Background: an optimization exercise with open tools, aiming at small area and a short achievable clock period. Do not read the settings as production practice. Function was not checked in any run shown here: the RTL went through the layout flow alone. No activity file was given, so power comes from the tool's default toggle rates.

==> flow/design.v (outline; a module is shown in full before it is edited, if it fits) <==
// module CannyEdge: 1230 lines
module CannyEdge(dAddrRegRow, dAddrRegCol, bWE, bCE, InData, OutData,
	OPMode, bOPEnable, dReadReg, dWriteReg, clk, rst_b);
  // ...
==> flow/flow/run.sh <==
#!/bin/bash
# Standard layout with two changes:
#  - after the standard synthesis, flow/polarity.py removes inverters between
#    full adders (a full adder is self-dual, so an adder can be implemented in
#    its inverted form); registers and all other cells are untouched;
#  - timing repair aims at a setup slack margin of MARGIN ns, and the port
#    buffers are plain buffers instead of the delay cell buffer_ports picks.
set -euo pipefail
MARGIN=6.5
R=orfs/results/sky130hd/CannyEdge/base
bash standard.sh synth > log_synth.txt 2>&1
cp $R/1_2_yosys.v $R/1_2_yosys_std.v
python3 flow/polarity.py $R/1_2_yosys_std.v $R/1_2_yosys.v > log_polarity.txt 2>&1
rm -f $R/1_synth.odb $R/1_synth.sdc
bash standard.sh SETUP_SLACK_MARGIN=$MARGIN "BUFFER_PORTS_ARGS=-buffer_cell sky130_fd_sc_hd__buf_2" finish > log_finish.txt 2>&1
==> flow/flow/polarity.py <==
#!/usr/bin/env python3
# Full-adder polarity clean-up on a Yosys netlist of sky130 cells.
# A full adder is self-dual: FA(~a,~b,~c) = (~cout, ~sum). Yosys's extract_fa
# picks input/output inversions freely, which leaves many inverters between
# adders. This pass chooses, for each fa cell, whether to implement it in the
# inverted form, so that as few signals as possible need an inverter, and then
# rebuilds the inverters (one per signal that needs the inverted polarity).
# Registers and all other cells are left as they are.
# usage: polarity.py in.v out.v
import re, sys, random

OUTPINS = {"X", "Y", "Q", "Q_N", "SUM", "COUT", "HI", "LO"}
src = open(sys.argv[1]).read()
cell_re = re.compile(r"^  (sky130_fd_sc_hd__\w+) (\S+)\s+\((.*?)\n  \);\n", re.S | re.M)
pin_re = re.compile(r"\.(\w+)\(([^()]*)\)")

cells = []
for m in cell_re.finditer(src):
    pins = [(p, n.strip()) for p, n in pin_re.findall(m.group(3))]
    cells.append([m.group(1), m.group(2), pins, m.start(), m.end()])

def is_inv(t):
    return t in ("sky130_fd_sc_hd__inv_1", "sky130_fd_sc_hd__clkinv_1")
def is_fa(t):
    return t.startswith("sky130_fd_sc_hd__fa_")

inv_of = {}       # inverter output net -> input net
for c in cells:
    if is_inv(c[0]):
        d = dict(c[2])
        inv_of[d["Y"]] = d["A"]
drv = {}          # net -> cell index (non-inverter drivers)
for i, c in enumerate(cells):
    if is_inv(c[0]):
        continue
    for p, n in c[2]:
        if p in OUTPINS:
            drv[n] = i

def root(n):
    par = 0
    seen = 0
    while n in inv_of:
        n = inv_of[n]; par ^= 1; seen += 1
        if seen > 100:
            raise SystemExit("inverter loop")
    return n, par

# consumers of each root: list of (cell index, pin, parity)
cons = {}
ext_inv_roots = set()
for i, c in enumerate(cells):
    if is_inv(c[0]):
        continue
    for p, n in c[2]:
        if p in OUTPINS:
            continue
        r, par = root(n)
        cons.setdefault(r, []).append((i, p, par))
# inverter outputs that are not consumed by any cell (e.g. ports) keep their inverters
consumed = set()
for c in cells:
    for p, n in c[2]:
        if p not in OUTPINS:
            consumed.add(n)
port_nets = set()
for m in re.finditer(r"^\s*output\s+(?:\[(\d+):(\d+)\]\s+)?(\S+);", src, re.M):
    if m.group(1):
        for b in range(int(m.group(2)), int(m.group(1)) + 1):
            port_nets.add("%s[%d]" % (m.group(3), b))
    else:
        port_nets.add(m.group(3))
for n in inv_of:
    if n in port_nets:
        raise SystemExit("inverter drives a port; not handled")

fa_idx = [i for i, c in enumerate(cells) if is_fa(c[0])]
f = {i: 0 for i in fa_idx}
def fl(i):
    return f.get(i, 0)
def root_cost(r):
    fd = fl(drv[r]) if r in drv else 0
    return 1 if any(par ^ fl(ci) ^ fd for ci, p, par in cons.get(r, [])) else 0

# roots touched by each fa: its outputs and its inputs
touch = {}
for i in fa_idx:
    rs = set()
    for p, n in cells[i][2]:
        if p in OUTPINS:
            rs.add(n)
        else:
            rs.add(root(n)[0])
    touch[i] = rs
before = sum(root_cost(r) for r in cons)
def local_search(seed):
    improved = True
    it = 0
    while improved and it < 50:
        improved = False
        it += 1
        order = fa_idx[:]
        random.Random(seed * 1000 + it).shuffle(order)
        for i in order:
            rs = touch[i]
            c0 = sum(root_cost(r) for r in rs)
            f[i] ^= 1
            c1 = sum(root_cost(r) for r in rs)
            if c1 < c0 or (c1 == c0 and random.Random(seed * 7 + i + it).random() < 0.3):
                improved = improved or c1 < c0
            else:
                f[i] ^= 1
local_search(0)
best = dict(f); bestc = sum(root_cost(r) for r in cons)
# perturb and re-optimise a few times; keep the best assignment
rng = random.Random(12345)
for rnd in range(1, 200):
    for i in rng.sample(fa_idx, max(1, len(fa_idx) // 20)):
        f[i] ^= 1
    local_search(rnd)
    c = sum(root_cost(r) for r in cons)
    if c < bestc:
        best = dict(f); bestc = c
    else:
        f.clear(); f.update(best)
f.clear(); f.update(best)
after = sum(root_cost(r) for r in cons)
sys.stderr.write("polarity: %d fa cells, %d flipped, inverted signals %d -> %d, old inverter cells %d\n"
                 % (len(fa_idx), sum(f.values()), before, after, len(inv_of)))

# rebuild connections
newconn = {}   # (cell index, pin) -> net
newinv = []
k = 0
for r, lst in cons.items():
    fd = fl(drv[r]) if r in drv else 0
    need = [(ci, p) for ci, p, par in lst if par ^ fl(ci) ^ fd]
    keep = [(ci, p) for ci, p, par in lst if not (par ^ fl(ci) ^ fd)]
    for ci, p in keep:
        newconn[(ci, p)] = r
    if need:
        k += 1
        nn = "_pol%d_" % k
        newinv.append((nn, r))
        for ci, p in need:
            newconn[(ci, p)] = nn

out = []
pos = 0
wire_decl = "".join("  wire %s;\n" % nn for nn, r in newinv)
for i, c in enumerate(cells):
    out.append(src[pos:c[3]])
    pos = c[4]
    if is_inv(c[0]):
        continue
    pins = []
    for p, n in c[2]:
        if p not in OUTPINS:
            n = newconn[(i, p)]
        pins.append("    .%s(%s)" % (p, n if not n.startswith("\\") else n + " "))
    nm = c[1] + " " if c[1].startswith("\\") else c[1]
    out.append("  %s %s (\n%s\n  );\n" % (c[0], nm, ",\n".join(pins)))
tail = src[pos:]
for j, (nn, r) in enumerate(newinv):
    tail_cell = "  sky130_fd_sc_hd__inv_1 _polinv%d_ (\n    .A(%s),\n    .Y(%s)\n  );\n" % (
        j + 1, r if not r.startswith("\\") else r + " ", nn)
    out.append(tail_cell)
out.append(tail)
res = "".join(out)
# declare the new wires after the module header
mh = re.search(r"^module [^;]*;\n", res, re.M | re.S)
res = res[:mh.end()] + wire_decl + res[mh.end():]
n_in = len(re.findall(r"^  sky130_fd_sc_hd__", src, re.M))
if n_in != len(cells):
    raise SystemExit("parsed %d of %d cells" % (len(cells), n_in))
open(sys.argv[2], "w").write(res)
==> flow/standard.sh <==
#!/bin/bash
# synth_recipe.tcl (not shown) runs the flow's synth.tcl, then flattens the netlist and writes it again
# the make line also repeats each setting of config.mk as NAME=value (left out here)
make -C /OpenROAD-flow-scripts/flow DESIGN_CONFIG=/design/flow/config.mk WORK_HOME=/design/flow/orfs CLKGATE_MAP_FILE= SYNTH_SCRIPT=/design/flow/synth_recipe.tcl "${@:-finish}"
==> flow/config.mk <==
export PLATFORM = sky130hd
export DESIGN_NAME = CannyEdge
export DESIGN_NICKNAME = CannyEdge
export VERILOG_FILES = /design/flow/design.v
export SDC_FILE = /design/flow/constraint.sdc
export NUM_CORES = 4
export LEC_CHECK = 0
export CAP_MARGIN = 20
export CORE_MARGIN = 2
export CORE_UTILIZATION = 55
export CTS_BUF_LIST = sky130_fd_sc_hd__clkbuf_8
export CTS_CLUSTER_DIAMETER = 60
export CTS_CLUSTER_SIZE = 12
export PLACE_DENSITY = 0.7
export SLEW_MARGIN = 20
==> flow/constraint.sdc <==
create_clock -name core_clock -period 10.0 [get_ports {clk}]
set_input_delay 2.0000 -clock core_clock [delete_from_list [all_inputs] [get_ports {clk}]]
set_output_delay 2.0000 -clock core_clock [all_outputs]
set_load 0.01 [all_outputs]
==> results.json, run 1 <==
{
  "status": "no timing/DRC/antenna violations",
  "intPower_w": 0.00202,
  "dp_slack_ps": 5610,
  "tightest_slew_ps": 1140,
  "regMostFlops": "x",
  "drtIter0Drc": 2797,
  "final_max_slew_viol_count": 0,
  "critPathSlowestCell": "edfxtp_1",
  "drtAntennaViolNets": 0,
  "die-area_um2": 49500,
  "mostFrequentLayoutCells": "323 x edfxtp_1, 320 x xnor2_1, 201 x inv_1",
  "cts_tree": "yes",
  "p_seq_frac": 0.569,
  "netlist_area_um2": 26300,
  "fmax_mhz": 282,
  "htreeDepth": 2,
  "initial_utilization": 0.554,
  "largest_class": "multi-input combinational cells",
  "crit_type": "reg2reg",
  "hold-path-endpoint": "out_dir[0]$_DFFE_PP_",
  "cp-start-kind": "flop",
  "first_pass_iters": 8,
  "clock_sinks": 327,
  "placed_area_um2": 27400,
  "rr_endpoint": "dpre[0]$_SDFF_PP0_",
  "multi_input_area_share": 0.546,
  "cts_resized": 53,
  "wl_met1_um": 34900,
  "final_hold_viol_count": 0,
  "worstPathRequired_ps": 10490,
  "syn_inst": 2288,
  "rsz0062_at_grt": "true",
  "dp_hpwl_um": 69100,
  "yosys_warnings": 2,
  "largest_register_ffs": 200,
  "crit_fanout": 5,
  "ir_worst_vdd_uv": 96.2,
  "setup_ws_ps": 6450,
  "syn_avg_cell_area_um2": 11.5,
  "clk_pin_slew_ps": 80,
  "areaGrowthSynthToFinish_pct": 13.4
}
==> run 2: changes to the inputs <==
--- a/flow/design.v
+++ b/flow/design.v
@@ -616,181 +616,181 @@
 wire g1_503 = g1_503_x ^ g1_346;
 wire g1_504 = g1_503_x ? g1_346 : g1_441;
 wire g1_505_x = g1_434 ^ g1_436;
 wire g1_505 = g1_505_x ^ g1_438;
 wire g1_506 = g1_505_x ? g1_438 : g1_434;
 wire g1_507_x = g1_445 ^ g1_350;
 wire g1_507 = g1_507_x ^ g1_442;
 wire g1_508 = g1_507_x ? g1_442 : g1_445;
-wire g1_509_x = g1_449 ^ g1_451;
-wire g1_509 = g1_509_x ^ g1_448;
-wire g1_510 = g1_509_x ? g1_448 : g1_449;
-wire g1_511_x = g1_453 ^ g1_455;
-wire g1_511 = g1_511_x ^ g1_457;
-wire g1_512 = g1_511_x ? g1_457 : g1_453;
-wire g1_513_x = g1_459 ^ g1_461;
-wire g1_513 = g1_513_x ^ g1_463;
-wire g1_514 = g1_513_x ? g1_463 : g1_459;
-wire g1_515_x = g1_372 ^ g1_374;
-wire g1_515 = g1_515_x ^ g1_454;
-wire g1_516 = g1_515_x ? g1_454 : g1_372;
-wire g1_517_x = g1_465 ^ g1_467;
-wire g1_517 = g1_517_x ^ g1_469;
-wire g1_518 = g1_517_x ? g1_469 : g1_465;
-wire g1_519_x = g1_471 ^ g1_386;
-wire g1_519 = g1_519_x ^ g1_460;
-wire g1_520 = g1_519_x ? g1_460 : g1_471;
-wire g1_521_x = g1_473 ^ g1_475;
-wire g1_521 = g1_521_x ^ g1_477;
-wire g1_522 = g1_521_x ? g1_477 : g1_473;
-wire g1_523_x = g1_479 ^ g1_398;
-wire g1_523 = g1_523_x ^ g1_466;
-wire g1_524 = g1_523_x ? g1_466 : g1_479;
-wire g1_525_x = g1_468 ^ g1_470;
-wire g1_525 = g1_525_x ^ g1_472;
-wire g1_526 = g1_525_x ? g1_472 : g1_468;
-wire g1_527_x = g1_481 ^ g1_483;
-wire g1_527 = g1_527_x ^ g1_485;
-wire g1_528 = g1_527_x ? g1_485 : g1_481;
-wire g1_529_x = g1_487 ^ g1_410;
-wire g1_529 = g1_529_x ^ g1_474;
-wire g1_530 = g1_529_x ? g1_474 : g1_487;
-wire g1_531_x = g1_476 ^ g1_478;
-wire g1_531 = g1_531_x ^ g1_480;
-wire g1_532 = g1_531_x ? g1_480 : g1_476;
-wire g1_533_x = g1_489 ^ g1_491;
-wire g1_533 = g1_533_x ^ g1_493;
-wire g1_534 = g1_533_x ? g1_493 : g1_489;
-wire g1_535_x = g1_495 ^ g1_422;
-wire g1_535 = g1_535_x ^ g1_482;
-wire g1_536 = g1_535_x ? g1_482 : g1_495;
-wire g1_537_x = g1_484 ^ g1_486;
-wire g1_537 = g1_537_x ^ g1_488;
-wire g1_538 = g1_537_x ? g1_488 : g1_484;
-wire g1_539_x = g1_497 ^ g1_499;
-wire g1_539 = g1_539_x ^ g1_501;
-wire g1_540 = g1_539_x ? g1_501 : g1_497;
-wire g1_541_x = g1_490 ^ g1_492;
-wire g1_541 = g1_541_x ^ g1_494;
-wire g1_542 = g1_541_x ? g1_494 : g1_490;
-wire g1_543_x = g1_503 ^ g1_505;
-wire g1_543 = g1_543_x ^ g1_440;
-wire g1_544 = g1_543_x ? g1_440 : g1_503;
-wire g1_545_x = g1_498 ^ g1_500;
-wire g1_545 = g1_545_x ^ g1_502;
-wire g1_546 = g1_545_x ? g1_502 : g1_498;
-wire g1_547_x = g1_507 ^ g1_444;
-wire g1_547 = g1_547_x ^ g1_504;
-wire g1_548 = g1_547_x ? g1_504 : g1_507;
-wire g1_549_x = g1_352 ^ g1_446;
-wire g1_549 = g1_549_x ^ g1_508;
-wire g1_550 = g1_549_x ? g1_508 : g1_352;
-reg [52:0] gq;
-wire [52:0] gq_d = {g1_550, g1_548, g1_549, g1_546, g1_544, g1_506, g1_547, g1_542, g1_540, g1_545, g1_543, g1_538, g1_536, g1_534, g1_496, g1_541, g1_539, g1_532, g1_530, g1_528, g1_537, g1_535, g1_533, g1_526, g1_524, g1_522, g1_531, g1_529, g1_527, g1_520, g1_518, g1_525, g1_523, g1_521, g1_516, g1_514, g1_464, g1_462, g1_519, g1_517, g1_512, g1_458, g1_456, g1_515, g1_513, g1_510, g1_452, g1_450, g1_511, g1_509, g1_447, g1_211, g1_209};
-wire g2_1_x = gq[4] ^ gq[5];
-wire g2_1 = g2_1_x ^ gq[6];
-wire g2_2 = g2_1_x ? gq[6] : gq[4];
-wire g2_3_x = gq[8] ^ gq[9];
-wire g2_3 = g2_3_x ^ gq[10];
-wire g2_4 = g2_3_x ? gq[10] : gq[8];
-wire g2_5_x = gq[11] ^ gq[12];
+reg [73:0] gq;
+wire [73:0] gq_d = {g1_508, g1_446, g1_352, g1_506, g1_504, g1_444, g1_507, g1_502, g1_500, g1_498, g1_440, g1_505, g1_503, g1_496, g1_494, g1_492, g1_490, g1_501, g1_499, g1_497, g1_488, g1_486, g1_484, g1_482, g1_422, g1_495, g1_493, g1_491, g1_489, g1_480, g1_478, g1_476, g1_474, g1_410, g1_487, g1_485, g1_483, g1_481, g1_472, g1_470, g1_468, g1_466, g1_398, g1_479, g1_477, g1_475, g1_473, g1_464, g1_462, g1_460, g1_386, g1_471, g1_469, g1_467, g1_465, g1_458, g1_456, g1_454, g1_374, g1_372, g1_463, g1_461, g1_459, g1_452, g1_450, g1_457, g1_455, g1_453, g1_448, g1_451, g1_449, g1_447, g1_211, g1_209};
+wire g2_1_x = 1'b1 ^ gq[3];
+wire g2_1 = g2_1_x ^ gq[4];
+wire g2_2 = g2_1_x ? gq[4] : 1'b1;
+wire g2_3_x = gq[6] ^ gq[7];
+wire g2_3 = g2_3_x ^ gq[8];
+wire g2_4 = g2_3_x ? gq[8] : gq[6];
+wire g2_5_x = gq[9] ^ gq[10];
 wire g2_5 = g2_5_x ^ g2_2;
-wire g2_6 = g2_5_x ? g2_2 : gq[11];
-wire g2_7_x = gq[13] ^ gq[14];
-wire g2_7 = g2_7_x ^ gq[15];
-wire g2_8 = g2_7_x ? gq[15] : gq[13];
-wire g2_9_x = gq[16] ^ gq[17];
-wire g2_9 = g2_9_x ^ gq[18];
-wire g2_10 = g2_9_x ? gq[18] : gq[16];
-wire g2_11_x = g2_4 ^ g2_7;
-wire g2_11 = g2_11_x ^ g2_9;
-wire g2_12 = g2_11_x ? g2_9 : g2_4;
-wire g2_13_x = gq[19] ^ gq[20];
-wire g2_13 = g2_13_x ^ gq[21];
-wire g2_14 = g2_13_x ? gq[21] : gq[19];
-wire g2_15_x = gq[22] ^ gq[23];
-wire g2_15 = g2_15_x ^ g2_8;
-wire g2_16 = g2_15_x ? g2_8 : gq[22];
-wire g2_17_x = g2_10 ^ g2_13;
-wire g2_17 = g2_17_x ^ g2_12;
-wire g2_18 = g2_17_x ? g2_12 : g2_10;
-wire g2_19_x = gq[24] ^ gq[25];
-wire g2_19 = g2_19_x ^ gq[26];
-wire g2_20 = g2_19_x ? gq[26] : gq[24];
-wire g2_21_x = gq[27] ^ gq[28];
-wire g2_21 = g2_21_x ^ gq[29];
-wire g2_22 = g2_21_x ? gq[29] : gq[27];
-wire g2_23_x = g2_14 ^ g2_19;
+wire g2_6 = g2_5_x ? g2_2 : gq[9];
+wire g2_7_x = gq[11] ^ gq[12];
+wire g2_7 = g2_7_x ^ gq[13];
+wire g2_8 = g2_7_x ? gq[13] : gq[11];
+wire g2_9_x = gq[14] ^ gq[15];
+wire g2_9 = g2_9_x ^ gq[16];
+wire g2_10 = g2_9_x ? gq[16] : gq[14];
+wire g2_11_x = gq[17] ^ gq[18];
+wire g2_11 = g2_11_x ^ g2_4;
+wire g2_12 = g2_11_x ? g2_4 : gq[17];
+wire g2_13_x = g2_7 ^ g2_9;
+wire g2_13 = g2_13_x ^ g2_6;
+wire g2_14 = g2_13_x ? g2_6 : g2_7;
+wire g2_15_x = gq[19] ^ gq[20];
+wire g2_15 = g2_15_x ^ gq[21];
+wire g2_16 = g2_15_x ? gq[21] : gq[19];
+wire g2_17_x = gq[22] ^ gq[23];
+wire g2_17 = g2_17_x ^ gq[24];
+wire g2_18 = g2_17_x ? gq[24] : gq[22];
+wire g2_19_x = gq[25] ^ gq[26];
+wire g2_19 = g2_19_x ^ g2_8;
+wire g2_20 = g2_19_x ? g2_8 : gq[25];
+wire g2_21_x = g2_10 ^ g2_15;
+wire g2_21 = g2_21_x ^ g2_17;
+wire g2_22 = g2_21_x ? g2_17 : g2_10;
+wire g2_23_x = g2_12 ^ g2_19;
 wire g2_23 = g2_23_x ^ g2_21;
-wire g2_24 = g2_23_x ? g2_21 : g2_14;
-wire g2_25 = g2_16 ^ g2_23;
-wire g2_26 = g2_16 & g2_23;
+wire g2_24 = g2_23_x ? g2_21 : g2_12;
+wire g2_25_x = gq[27] ^ gq[28];
+wire g2_25 = g2_25_x ^ gq[29];
+wire g2_26 = g2_25_x ? gq[29] : gq[27];
 wire g2_27_x = gq[30] ^ gq[31];
 wire g2_27 = g2_27_x ^ gq[32];
 wire g2_28 = g2_27_x ? gq[32] : gq[30];
 wire g2_29_x = gq[33] ^ gq[34];
 wire g2_29 = g2_29_x ^ gq[35];
 wire g2_30 = g2_29_x ? gq[35] : gq[33];
-wire g2_31_x = g2_20 ^ g2_22;
-wire g2_31 = g2_31_x ^ g2_27;
-wire g2_32 = g2_31_x ? g2_27 : g2_20;
-wire g2_33_x = g2_29 ^ g2_24;
-wire g2_33 = g2_33_x ^ g2_31;
-wire g2_34 = g2_33_x ? g2_31 : g2_29;
-wire g2_35_x = gq[36] ^ gq[37];
-wire g2_35 = g2_35_x ^ gq[38];
-wire g2_36 = g2_35_x ? gq[38] : gq[36];
-wire g2_37_x = gq[39] ^ gq[40];
-wire g2_37 = g2_37_x ^ gq[41];
-wire g2_38 = g2_37_x ? gq[41] : gq[39];
-wire g2_39_x = g2_28 ^ g2_30;
-wire g2_39 = g2_39_x ^ g2_35;
-wire g2_40 = g2_39_x ? g2_35 : g2_28;
-wire g2_41_x = g2_37 ^ g2_32;
-wire g2_41 = g2_41_x ^ g2_39;
-wire g2_42 = g2_41_x ? g2_39 : g2_37;
-wire g2_43_x = 1'b1 ^ gq[42];
-wire g2_43 = g2_43_x ^ gq[43];
-wire g2_44 = g2_43_x ? gq[43] : 1'b1;
-wire g2_45_x = gq[44] ^ gq[45];
-wire g2_45 = g2_45_x ^ g2_36;
-wire g2_46 = g2_45_x ? g2_36 : gq[44];
-wire g2_47_x = g2_38 ^ g2_43;
-wire g2_47 = g2_47_x ^ g2_40;
-wire g2_48 = g2_47_x ? g2_40 : g2_38;
-wire g2_49 = g2_45 ^ g2_42;
-wire g2_50 = g2_45 & g2_42;
-wire g2_51_x = 1'b1 ^ gq[46];
+wire g2_31_x = g2_16 ^ g2_18;
+wire g2_31 = g2_31_x ^ g2_25;
+wire g2_32 = g2_31_x ? g2_25 : g2_16;
+wire g2_33_x = g2_27 ^ g2_29;
+wire g2_33 = g2_33_x ^ g2_20;
+wire g2_34 = g2_33_x ? g2_20 : g2_27;
+wire g2_35_x = g2_22 ^ g2_31;
+wire g2_35 = g2_35_x ^ g2_24;
+wire g2_36 = g2_35_x ? g2_24 : g2_22;
+wire g2_37_x = gq[36] ^ gq[37];
+wire g2_37 = g2_37_x ^ gq[38];
+wire g2_38 = g2_37_x ? gq[38] : gq[36];
+wire g2_39_x = gq[39] ^ gq[40];
+wire g2_39 = g2_39_x ^ gq[41];
+wire g2_40 = g2_39_x ? gq[41] : gq[39];
+wire g2_41_x = gq[42] ^ gq[43];
+wire g2_41 = g2_41_x ^ gq[44];
+wire g2_42 = g2_41_x ? gq[44] : gq[42];
+wire g2_43_x = g2_26 ^ g2_28;
+wire g2_43 = g2_43_x ^ g2_30;
+wire g2_44 = g2_43_x ? g2_30 : g2_26;
+wire g2_45_x = g2_37 ^ g2_39;
+wire g2_45 = g2_45_x ^ g2_41;
+wire g2_46 = g2_45_x ? g2_41 : g2_37;
+wire g2_47_x = g2_32 ^ g2_43;
+wire g2_47 = g2_47_x ^ g2_45;
+wire g2_48 = g2_47_x ? g2_45 : g2_32;
+wire g2_49 = g2_34 ^ g2_47;
+wire g2_50 = g2_34 & g2_47;
+wire g2_51_x = gq[45] ^ gq[46];
 wire g2_51 = g2_51_x ^ gq[47];
-wire g2_52 = g2_51_x ? gq[47] : 1'b1;
+wire g2_52 = g2_51_x ? gq[47] : gq[45];
 wire g2_53_x = gq[48] ^ gq[49];
-wire g2_53 = g2_53_x ^ g2_44;
-wire g2_54 = g2_53_x ? g2_44 : gq[48];
-wire g2_55_x = g2_51 ^ g2_46;
-wire g2_55 = g2_55_x ^ g2_53;
-wire g2_56 = g2_55_x ? g2_53 : g2_51;
-wire g2_57 = g2_48 ^ g2_55;
-wire g2_58 = g2_48 & g2_55;
-wire g2_59_x = 1'b1 ^ gq[50];
-wire g2_59 = g2_59_x ^ gq[51];
-wire g2_60 = g2_59_x ? gq[51] : 1'b1;
-wire g2_61_x = g2_52 ^ g2_59;
-wire g2_61 = g2_61_x ^ g2_54;
-wire g2_62 = g2_61_x ? g2_54 : g2_52;
-wire g2_63 = g2_56 ^ g2_61;
-wire g2_64 = g2_56 & g2_61;
-wire g2_65_x = 1'b1 ^ gq[52];
-wire g2_65 = g2_65_x ^ g2_60;
-wire g2_66 = g2_65_x ? g2_60 : 1'b1;
-wire g2_67 = g2_65 ^ g2_62;
-wire g2_68 = g2_65 & g2_62;
-wire g2_69 = 1'b1 ^ g2_66;
-wire g2_70 = 1'b1 & g2_66;
-wire [14:0] gfsum = {g2_68, g2_64, g2_58, g2_50, g2_47, g2_34, g2_26, g2_18, g2_15, g2_6, g2_3, gq[7], gq[3], gq[2], gq[0]} + {g2_69, g2_67, g2_63, g2_57, g2_49, g2_41, g2_33, g2_25, g2_17, g2_11, g2_5, g2_1, 1'b1, 1'b0, gq[1]};
+wire g2_53 = g2_53_x ^ gq[50];
+wire g2_54 = g2_53_x ? gq[50] : gq[48];
+wire g2_55_x = gq[51] ^ gq[52];
+wire g2_55 = g2_55_x ^ gq[53];
+wire g2_56 = g2_55_x ? gq[53] : gq[51];
+wire g2_57_x = g2_38 ^ g2_40;
+wire g2_57 = g2_57_x ^ g2_42;
+wire g2_58 = g2_57_x ? g2_42 : g2_38;
+wire g2_59_x = g2_51 ^ g2_53;
+wire g2_59 = g2_59_x ^ g2_55;
+wire g2_60 = g2_59_x ? g2_55 : g2_51;
+wire g2_61_x = g2_44 ^ g2_46;
+wire g2_61 = g2_61_x ^ g2_57;
+wire g2_62 = g2_61_x ? g2_57 : g2_44;
+wire g2_63_x = g2_59 ^ g2_48;
+wire g2_63 = g2_63_x ^ g2_61;
+wire g2_64 = g2_63_x ? g2_61 : g2_59;
+wire g2_65_x = gq[54] ^ gq[55];
+wire g2_65 = g2_65_x ^ gq[56];
+wire g2_66 = g2_65_x ? gq[56] : gq[54];
+wire g2_67_x = gq[57] ^ gq[58];
+wire g2_67 = g2_67_x ^ gq[59];
+wire g2_68 = g2_67_x ? gq[59] : gq[57];
+wire g2_69_x = gq[60] ^ g2_52;
+wire g2_69 = g2_69_x ^ g2_54;
+wire g2_70 = g2_69_x ? g2_54 : gq[60];
+wire g2_71_x = g2_56 ^ g2_65;
+wire g2_71 = g2_71_x ^ g2_67;
+wire g2_72 = g2_71_x ? g2_67 : g2_56;
+wire g2_73_x = g2_58 ^ g2_60;
+wire g2_73 = g2_73_x ^ g2_69;
+wire g2_74 = g2_73_x ? g2_69 : g2_58;
+wire g2_75_x = g2_71 ^ g2_62;
+wire g2_75 = g2_75_x ^ g2_73;
+wire g2_76 = g2_75_x ? g2_73 : g2_71;
+wire g2_77_x = 1'b1 ^ gq[61];
+wire g2_77 = g2_77_x ^ gq[62];
+wire g2_78 = g2_77_x ? gq[62] : 1'b1;
+wire g2_79_x = gq[63] ^ gq[64];
+wire g2_79 = g2_79_x ^ gq[65];
+wire g2_80 = g2_79_x ? gq[65] : gq[63];
+wire g2_81_x = gq[66] ^ g2_66;
+wire g2_81 = g2_81_x ^ g2_68;
+wire g2_82 = g2_81_x ? g2_68 : gq[66];
+wire g2_83_x = g2_77 ^ g2_79;
+wire g2_83 = g2_83_x ^ g2_70;
+wire g2_84 = g2_83_x ? g2_70 : g2_77;
+wire g2_85_x = g2_72 ^ g2_81;
+wire g2_85 = g2_85_x ^ g2_74;
+wire g2_86 = g2_85_x ? g2_74 : g2_72;
+wire g2_87 = g2_83 ^ g2_76;
+wire g2_88 = g2_83 & g2_76;
+wire g2_89_x = 1'b1 ^ gq[67];
+wire g2_89 = g2_89_x ^ gq[68];
+wire g2_90 = g2_89_x ? gq[68] : 1'b1;
+wire g2_91_x = gq[69] ^ gq[70];
+wire g2_91 = g2_91_x ^ g2_78;
+wire g2_92 = g2_91_x ? g2_78 : gq[69];
+wire g2_93_x = g2_80 ^ g2_89;
+wire g2_93 = g2_93_x ^ g2_82;
+wire g2_94 = g2_93_x ? g2_82 : g2_80;
+wire g2_95_x = g2_91 ^ g2_84;
+wire g2_95 = g2_95_x ^ g2_93;
+wire g2_96 = g2_95_x ? g2_93 : g2_91;
+wire g2_97 = g2_86 ^ g2_95;
+wire g2_98 = g2_86 & g2_95;
+wire g2_99_x = 1'b1 ^ gq[71];
+wire g2_99 = g2_99_x ^ gq[72];
+wire g2_100 = g2_99_x ? gq[72] : 1'b1;
+wire g2_101_x = gq[73] ^ g2_90;
+wire g2_101 = g2_101_x ^ g2_99;
+wire g2_102 = g2_101_x ? g2_99 : gq[73];
+wire g2_103_x = g2_92 ^ g2_101;
+wire g2_103 = g2_103_x ^ g2_94;
+wire g2_104 = g2_103_x ? g2_94 : g2_92;
+wire g2_105 = g2_96 ^ g2_103;
+wire g2_106 = g2_96 & g2_103;
+wire g2_107_x = 1'b1 ^ g2_100;
+wire g2_107 = g2_107_x ^ g2_102;
+wire g2_108 = g2_107_x ? g2_102 : 1'b1;
+wire g2_109 = g2_107 ^ g2_104;
+wire g2_110 = g2_107 & g2_104;
+wire g2_111 = 1'b1 ^ g2_108;
+wire g2_112 = 1'b1 & g2_108;
+wire [14:0] gfsum = {g2_110, g2_106, g2_98, g2_88, g2_85, g2_64, g2_50, g2_36, g2_33, g2_14, g2_11, g2_3, gq[5], gq[2], gq[0]} + {g2_111, g2_109, g2_105, g2_97, g2_87, g2_75, g2_63, g2_49, g2_35, g2_23, g2_13, g2_5, g2_1, 1'b0, gq[1]};
 wire sx_1_x = x[2][0] ^ x[12][0];
 wire sx_1 = sx_1_x ^ ~x[0][0];
 wire sx_2 = sx_1_x ? ~x[0][0] : x[2][0];
 wire sx_3_x = x[2][1] ^ x[12][1];
 wire sx_3 = sx_3_x ^ x[7][0];
 wire sx_4 = sx_3_x ? x[7][0] : x[2][1];
 wire sx_5_x = ~x[0][1] ^ ~x[10][1];
 wire sx_5 = sx_5_x ^ ~x[5][0];
@@ -965,18 +965,19 @@
 wire sy_59_x = sy_52 ^ sy_54;
 wire sy_59 = sy_59_x ^ sy_57;
 wire sy_60 = sy_59_x ? sy_57 : sy_52;
 wire [10:0] gy = {1'b1, sy_58, sy_56, sy_48, sy_40, sy_32, sy_24, sy_16, sy_13, sy_5, ~x[12][0]} + {1'b0, sy_60, sy_59, sy_55, sy_47, sy_39, sy_31, sy_23, sy_15, sy_7, sy_1};
 reg [10:0] Gx, Gy;
 wire sx = Gx[10], sy = Gy[10];
 wire [9:0] ga = Gx[9:0] ^ {10{sx}};    
 wire [9:0] gb = Gy[9:0] ^ {10{sy}};    
-wire sm_1 = ~(~ga[0] ^ gb[0] ^ sx);
-wire sm_2 = ~((~ga[0] & ~gb[0]) | (~sx & (~ga[0] | ~gb[0])));
+wire sm_1_x = ga[0] ^ gb[0];
+wire sm_1 = sm_1_x ^ sx;
+wire sm_2 = sm_1_x ? sx : ga[0];
 wire sm_3 = ga[1] ^ gb[1];
 wire sm_4 = ga[1] & gb[1];
 wire sm_5 = ga[2] ^ gb[2];
 wire sm_6 = ga[2] & gb[2];
 wire sm_7 = ga[3] ^ gb[3];
 wire sm_8 = ga[3] & gb[3];
 wire sm_9 = ga[4] ^ gb[4];
 wire sm_10 = ga[4] & gb[4];
@@ -1138,22 +1139,28 @@
 end
 wire nms_max = x[6] >= xa && x[6] >= xb;
 wire nms_zero = op1 && OPMode == 3'd2 && nms_max;
 wire [3:0] pdz;    
 assign pdz[0] = nms_zero && pd == 2'd0;
 assign pdz[1] = nms_zero && pd == 2'd1;
 assign pdz[2] = nms_zero && pd == 2'd2;
 assign pdz[3] = nms_zero && pd == 2'd3;
+reg [7:0] xrow [0:4];
 reg [7:0] xsel;
-integer k;
+integer k, r;
 always @* begin
+	for (r = 0; r < 5; r = r + 1) begin
+		xrow[r] = 8'd0;
+		for (k = 0; k < 5; k = k + 1)
+			xrow[r] = xrow[r] | ({8{cdec[k]}} & x[r*5+k]);
+	end
 	xsel = 8'd0;
-	for (k = 0; k < 25; k = k + 1)
-		xsel = xsel | ({8{sel[k]}} & x[k]);
+	for (r = 0; r < 5; r = r + 1)
+		xsel = xsel | ({8{rdec[r]}} & xrow[r]);
 end
 wire hi6 = x[6] >= 8'd15;
 wire lo6 = x[6] <= 8'd10;
 wire bt = hi6 || (!lo6 && (xa >= 8'd15 || xb >= 8'd15 || za || zb));
 always @(posedge clk or negedge rst_b) begin
 	if (!rst_b)
 		S <= 2'd0;
 	else if (bCE) begin
==> flow/config.mk (replaced) <==
export PLATFORM = sky130hd
export DESIGN_NAME = CannyEdge
export DESIGN_NICKNAME = CannyEdge
export VERILOG_FILES = /design/flow/design.v
export SDC_FILE = /design/flow/constraint.sdc
export NUM_CORES = 4
export LEC_CHECK = 0
export CAP_MARGIN = 20
export CORE_MARGIN = 2
export CORE_UTILIZATION = 55
export CTS_BUF_LIST = sky130_fd_sc_hd__clkbuf_8
export CTS_CLUSTER_DIAMETER = 80
export CTS_CLUSTER_SIZE = 16
export PLACE_DENSITY = 0.7
export SLEW_MARGIN = 20
==> results.json, run 2 <==
{
  "worstPathArrival_ps": 4420,
  "clock_sinks": 348,
  "clock_path_buffers": 3,
  "ctsRootBufferMaster": "clkbuf_8",
  "p_sw_w": 0.000675,
  "mostFrequentLayoutCell": "edfxtp_1",
  "p_comb_frac": 0.089,
  "first_pass_iters": 6,
  "yosys_warnings": 3,
  "drive_gt1_frac": 0.133,
  "reg2regPathDepth": 16,
  "syn_avg_cell_area_um2": 11.9,
  "die_w_um": 226,
  "rows": 81,
  "status": "no timing/DRC/antenna violations",
  "initial_utilization": 0.556,
  "ios": 38,
  "grt_overflow": 0,
  "clock_skew_ps": 24.1,
  "finalSetupViolations": 0,
  "p_seq_frac": 0.599,
  "crit_fanout": 3,
  "drcViolationCount": 0,
  "final_hold_viol_count": 0,
  "filler_cell_count": 3851,
  "antenna_found_initial": 2,
  "wl_per_cell_um": 25.0,
  "largest_register_ffs": 200,
  "drtIter0Drc": 2199,
  "clk_pin_slew_ps": 100,
  "core_area_um2": 48800,
  "grt_max_degree": 62,
  "p_per_area_nw_per_um2": 89.8,
  "n_antenna_cell": 0,
  "areaGrowthSynthToFinish_pct": 9.84,
  "regMostFlops": "x",
  "syn_inst": 2284,
  "tightest_slew_ps": 1300,
  "intPower_w": 0.00200,
  "fmax_mhz": 249,
  "clkPwrFrac": 0.312,
  "grt_pass1_vias": 18324,
  "drtAntennaViolNets": 0,
  "cts_tree": "yes",
  "dieHeight_um": 226,
  "worstPathRequired_ps": 10400,
  "dp_hpwl_um": 59500,
  "min_path_type": "reg2reg",
  "htreeDepth": 1,
  "cp-start-kind": "flop",
  "sw_frac_of_total": 0.252,
  "final.min_clock_period_ps": 4020,
  "die-area_um2": 51100,
  "cts_buffers": 29,
  "final_max_slew_viol_count": 0,
  "grt_pass1_wl_um": 113000,
  "routed_wl_um": 76400,
  "mostFrequentLayoutCells": "344 x edfxtp_1, 326 x xnor2_1, 223 x inv_1",
  "holdPathStages": 0,
  "rsz0062_at_grt": "true",
  "grt.total_usage": 0.305,
  "io_buffer_count": 37,
  "clock_latency_ps": 680,
  "final_nets": 2718,
  "ctsHoldBuffers": 0,
  "crit_type": "reg2reg",
  "drv_cap": 0,
  "setup_ws_ps": 5980,
  "viasPerCell": 6.01,
  "via_count": 18357,
  "syn_nets": 2626,
  "dp_slack_ps": 5480,
  "ir_worst_vdd_uv": 89.9,
  "tns_ps": 0,
  "gp_congestion": 0.958,
  "reg_top3": "x x200, gq x74",
  "leakage_nw": 11.1,
  "post-route-period-util": 0.402,
  "slew_headroom": 0.110,
  "end_kind": "flop",
  "netlist_area_um2": 27100
}
-- run 2: final timing paths --
kind	from	to	slack, ps
max in group asynchronous	rst_b	S[0]$_DFFE_PN0P_	8810
min	dpre[0]$_SDFF_PP0_	out_dir[0]$_DFFE_PP_	400
max reg2reg	gq[6]$_DFFE_PP_	out_gf[7]$_DFFE_PP_	5980
min in group asynchronous	rst_b	S[1]$_DFFE_PN0P_	1100
min reg2reg	dpre[0]$_SDFF_PP0_	out_dir[0]$_DFFE_PP_	400
max	gq[6]$_DFFE_PP_	out_gf[7]$_DFFE_PP_	5980
-- run 2: timing repair --
action	4_1_cts	5_1_grt
setup endpoints to repair	163	159
pin swaps	5	14
gates resized for setup	42	49
setup buffers	31	35
-- run 2: critical path, stage by stage, from the launching register on --
cell and delay [ps]:
edfxtp_1 410, maj3_2 340, maj3_2 340, or2_4 270, a21o_1 180, a22oi_2 140
o211ai_1 100, a21o_1 180, xor2_1 150, ha_1 310, a21o_1 200, a21oi_2 120
o31ai_2 110, o311a_1 340, a311o_1 320, a21oi_2 150, xnor2_1 90
-- run 2: final cells by class --
cell class,instances,area [um2],area share
clock buffers,29,399,0.0134
clock inverters,18,146,0.00491
inverters,222,840,0.0282
well taps,664,831,0.0279
repair buffers,114,815,0.0273
flip-flops and latches,348,10400,0.350
multi-input cells,1661,16400,0.549
-- run 2: power groups by stage --
stage               logic, W  registers [W]  clock network, W
finish              0.000239        0.00160          0.000834
CTS                 0.000229        0.00160          0.000839
global placement    0.000212        0.00164                 0
floorplan           0.000152        0.00164                 0
global route        0.000259        0.00160          0.000881
detailed placement  0.000219        0.00164                 0
-- run 2: per-layer routing --
metal	wire (um)	GRT usage	vias to the layer above
met2	35000	0.478	987
met1	30400	0.419	9071
met5	0	0	-
met3	8380	0.0799	151
met4	2670	0.0913	0
li1	-	-	8148
-- run 2: through the flow --
step	utilization	power (W)	cells	hold slack, ps	instance area (um2)
2_1_floorplan	-	0.00179	2284	386	27400
3_3_place_gp	0.579	0.00185	2943	397	28300
3_5_place_dp	0.579	0.00186	2943	398	28300
4_1_cts	0.600	0.00267	3021	410	29300
5_1_grt	0.610	0.00275	3056	408	29800
6_report	0.610	0.00268	3056	403	29800

-- static timing again, ports no longer ideal --
The results above use ideal ports. As a check the final layouts listed here were re-extracted and re-timed, cells and wires unchanged. Step 1 assumes that a clkbuf_16 drives the clock port and a buf_2 every other input. Step 2, shift: input delay + t, output delay - t, t = (earliest + latest rising clock arrival at the registers) / 2. This alone moves slack from input paths to output paths. Slacks: ideal ports / drivers / drivers and shift; pairs: ideal ports / drivers.
run	shift t [ns]	setup WS [ns]	worst setup path after step 2	clock arrival spread, ns	worst register clock-pin slew, ns
run 1	0.688	6.450 / 6.450 / 5.830	input to register	0.058 / 0.058	0.08 / 0.08
run 2	0.720	5.982 / 5.982 / 5.867	input to register	0.027 / 0.027	0.11 / 0.11
After both steps setup and hold are still met in every run listed. The setup slack of run 1, which loses most, moves by 0.000 ns with the drivers and by -0.620 ns with both steps.
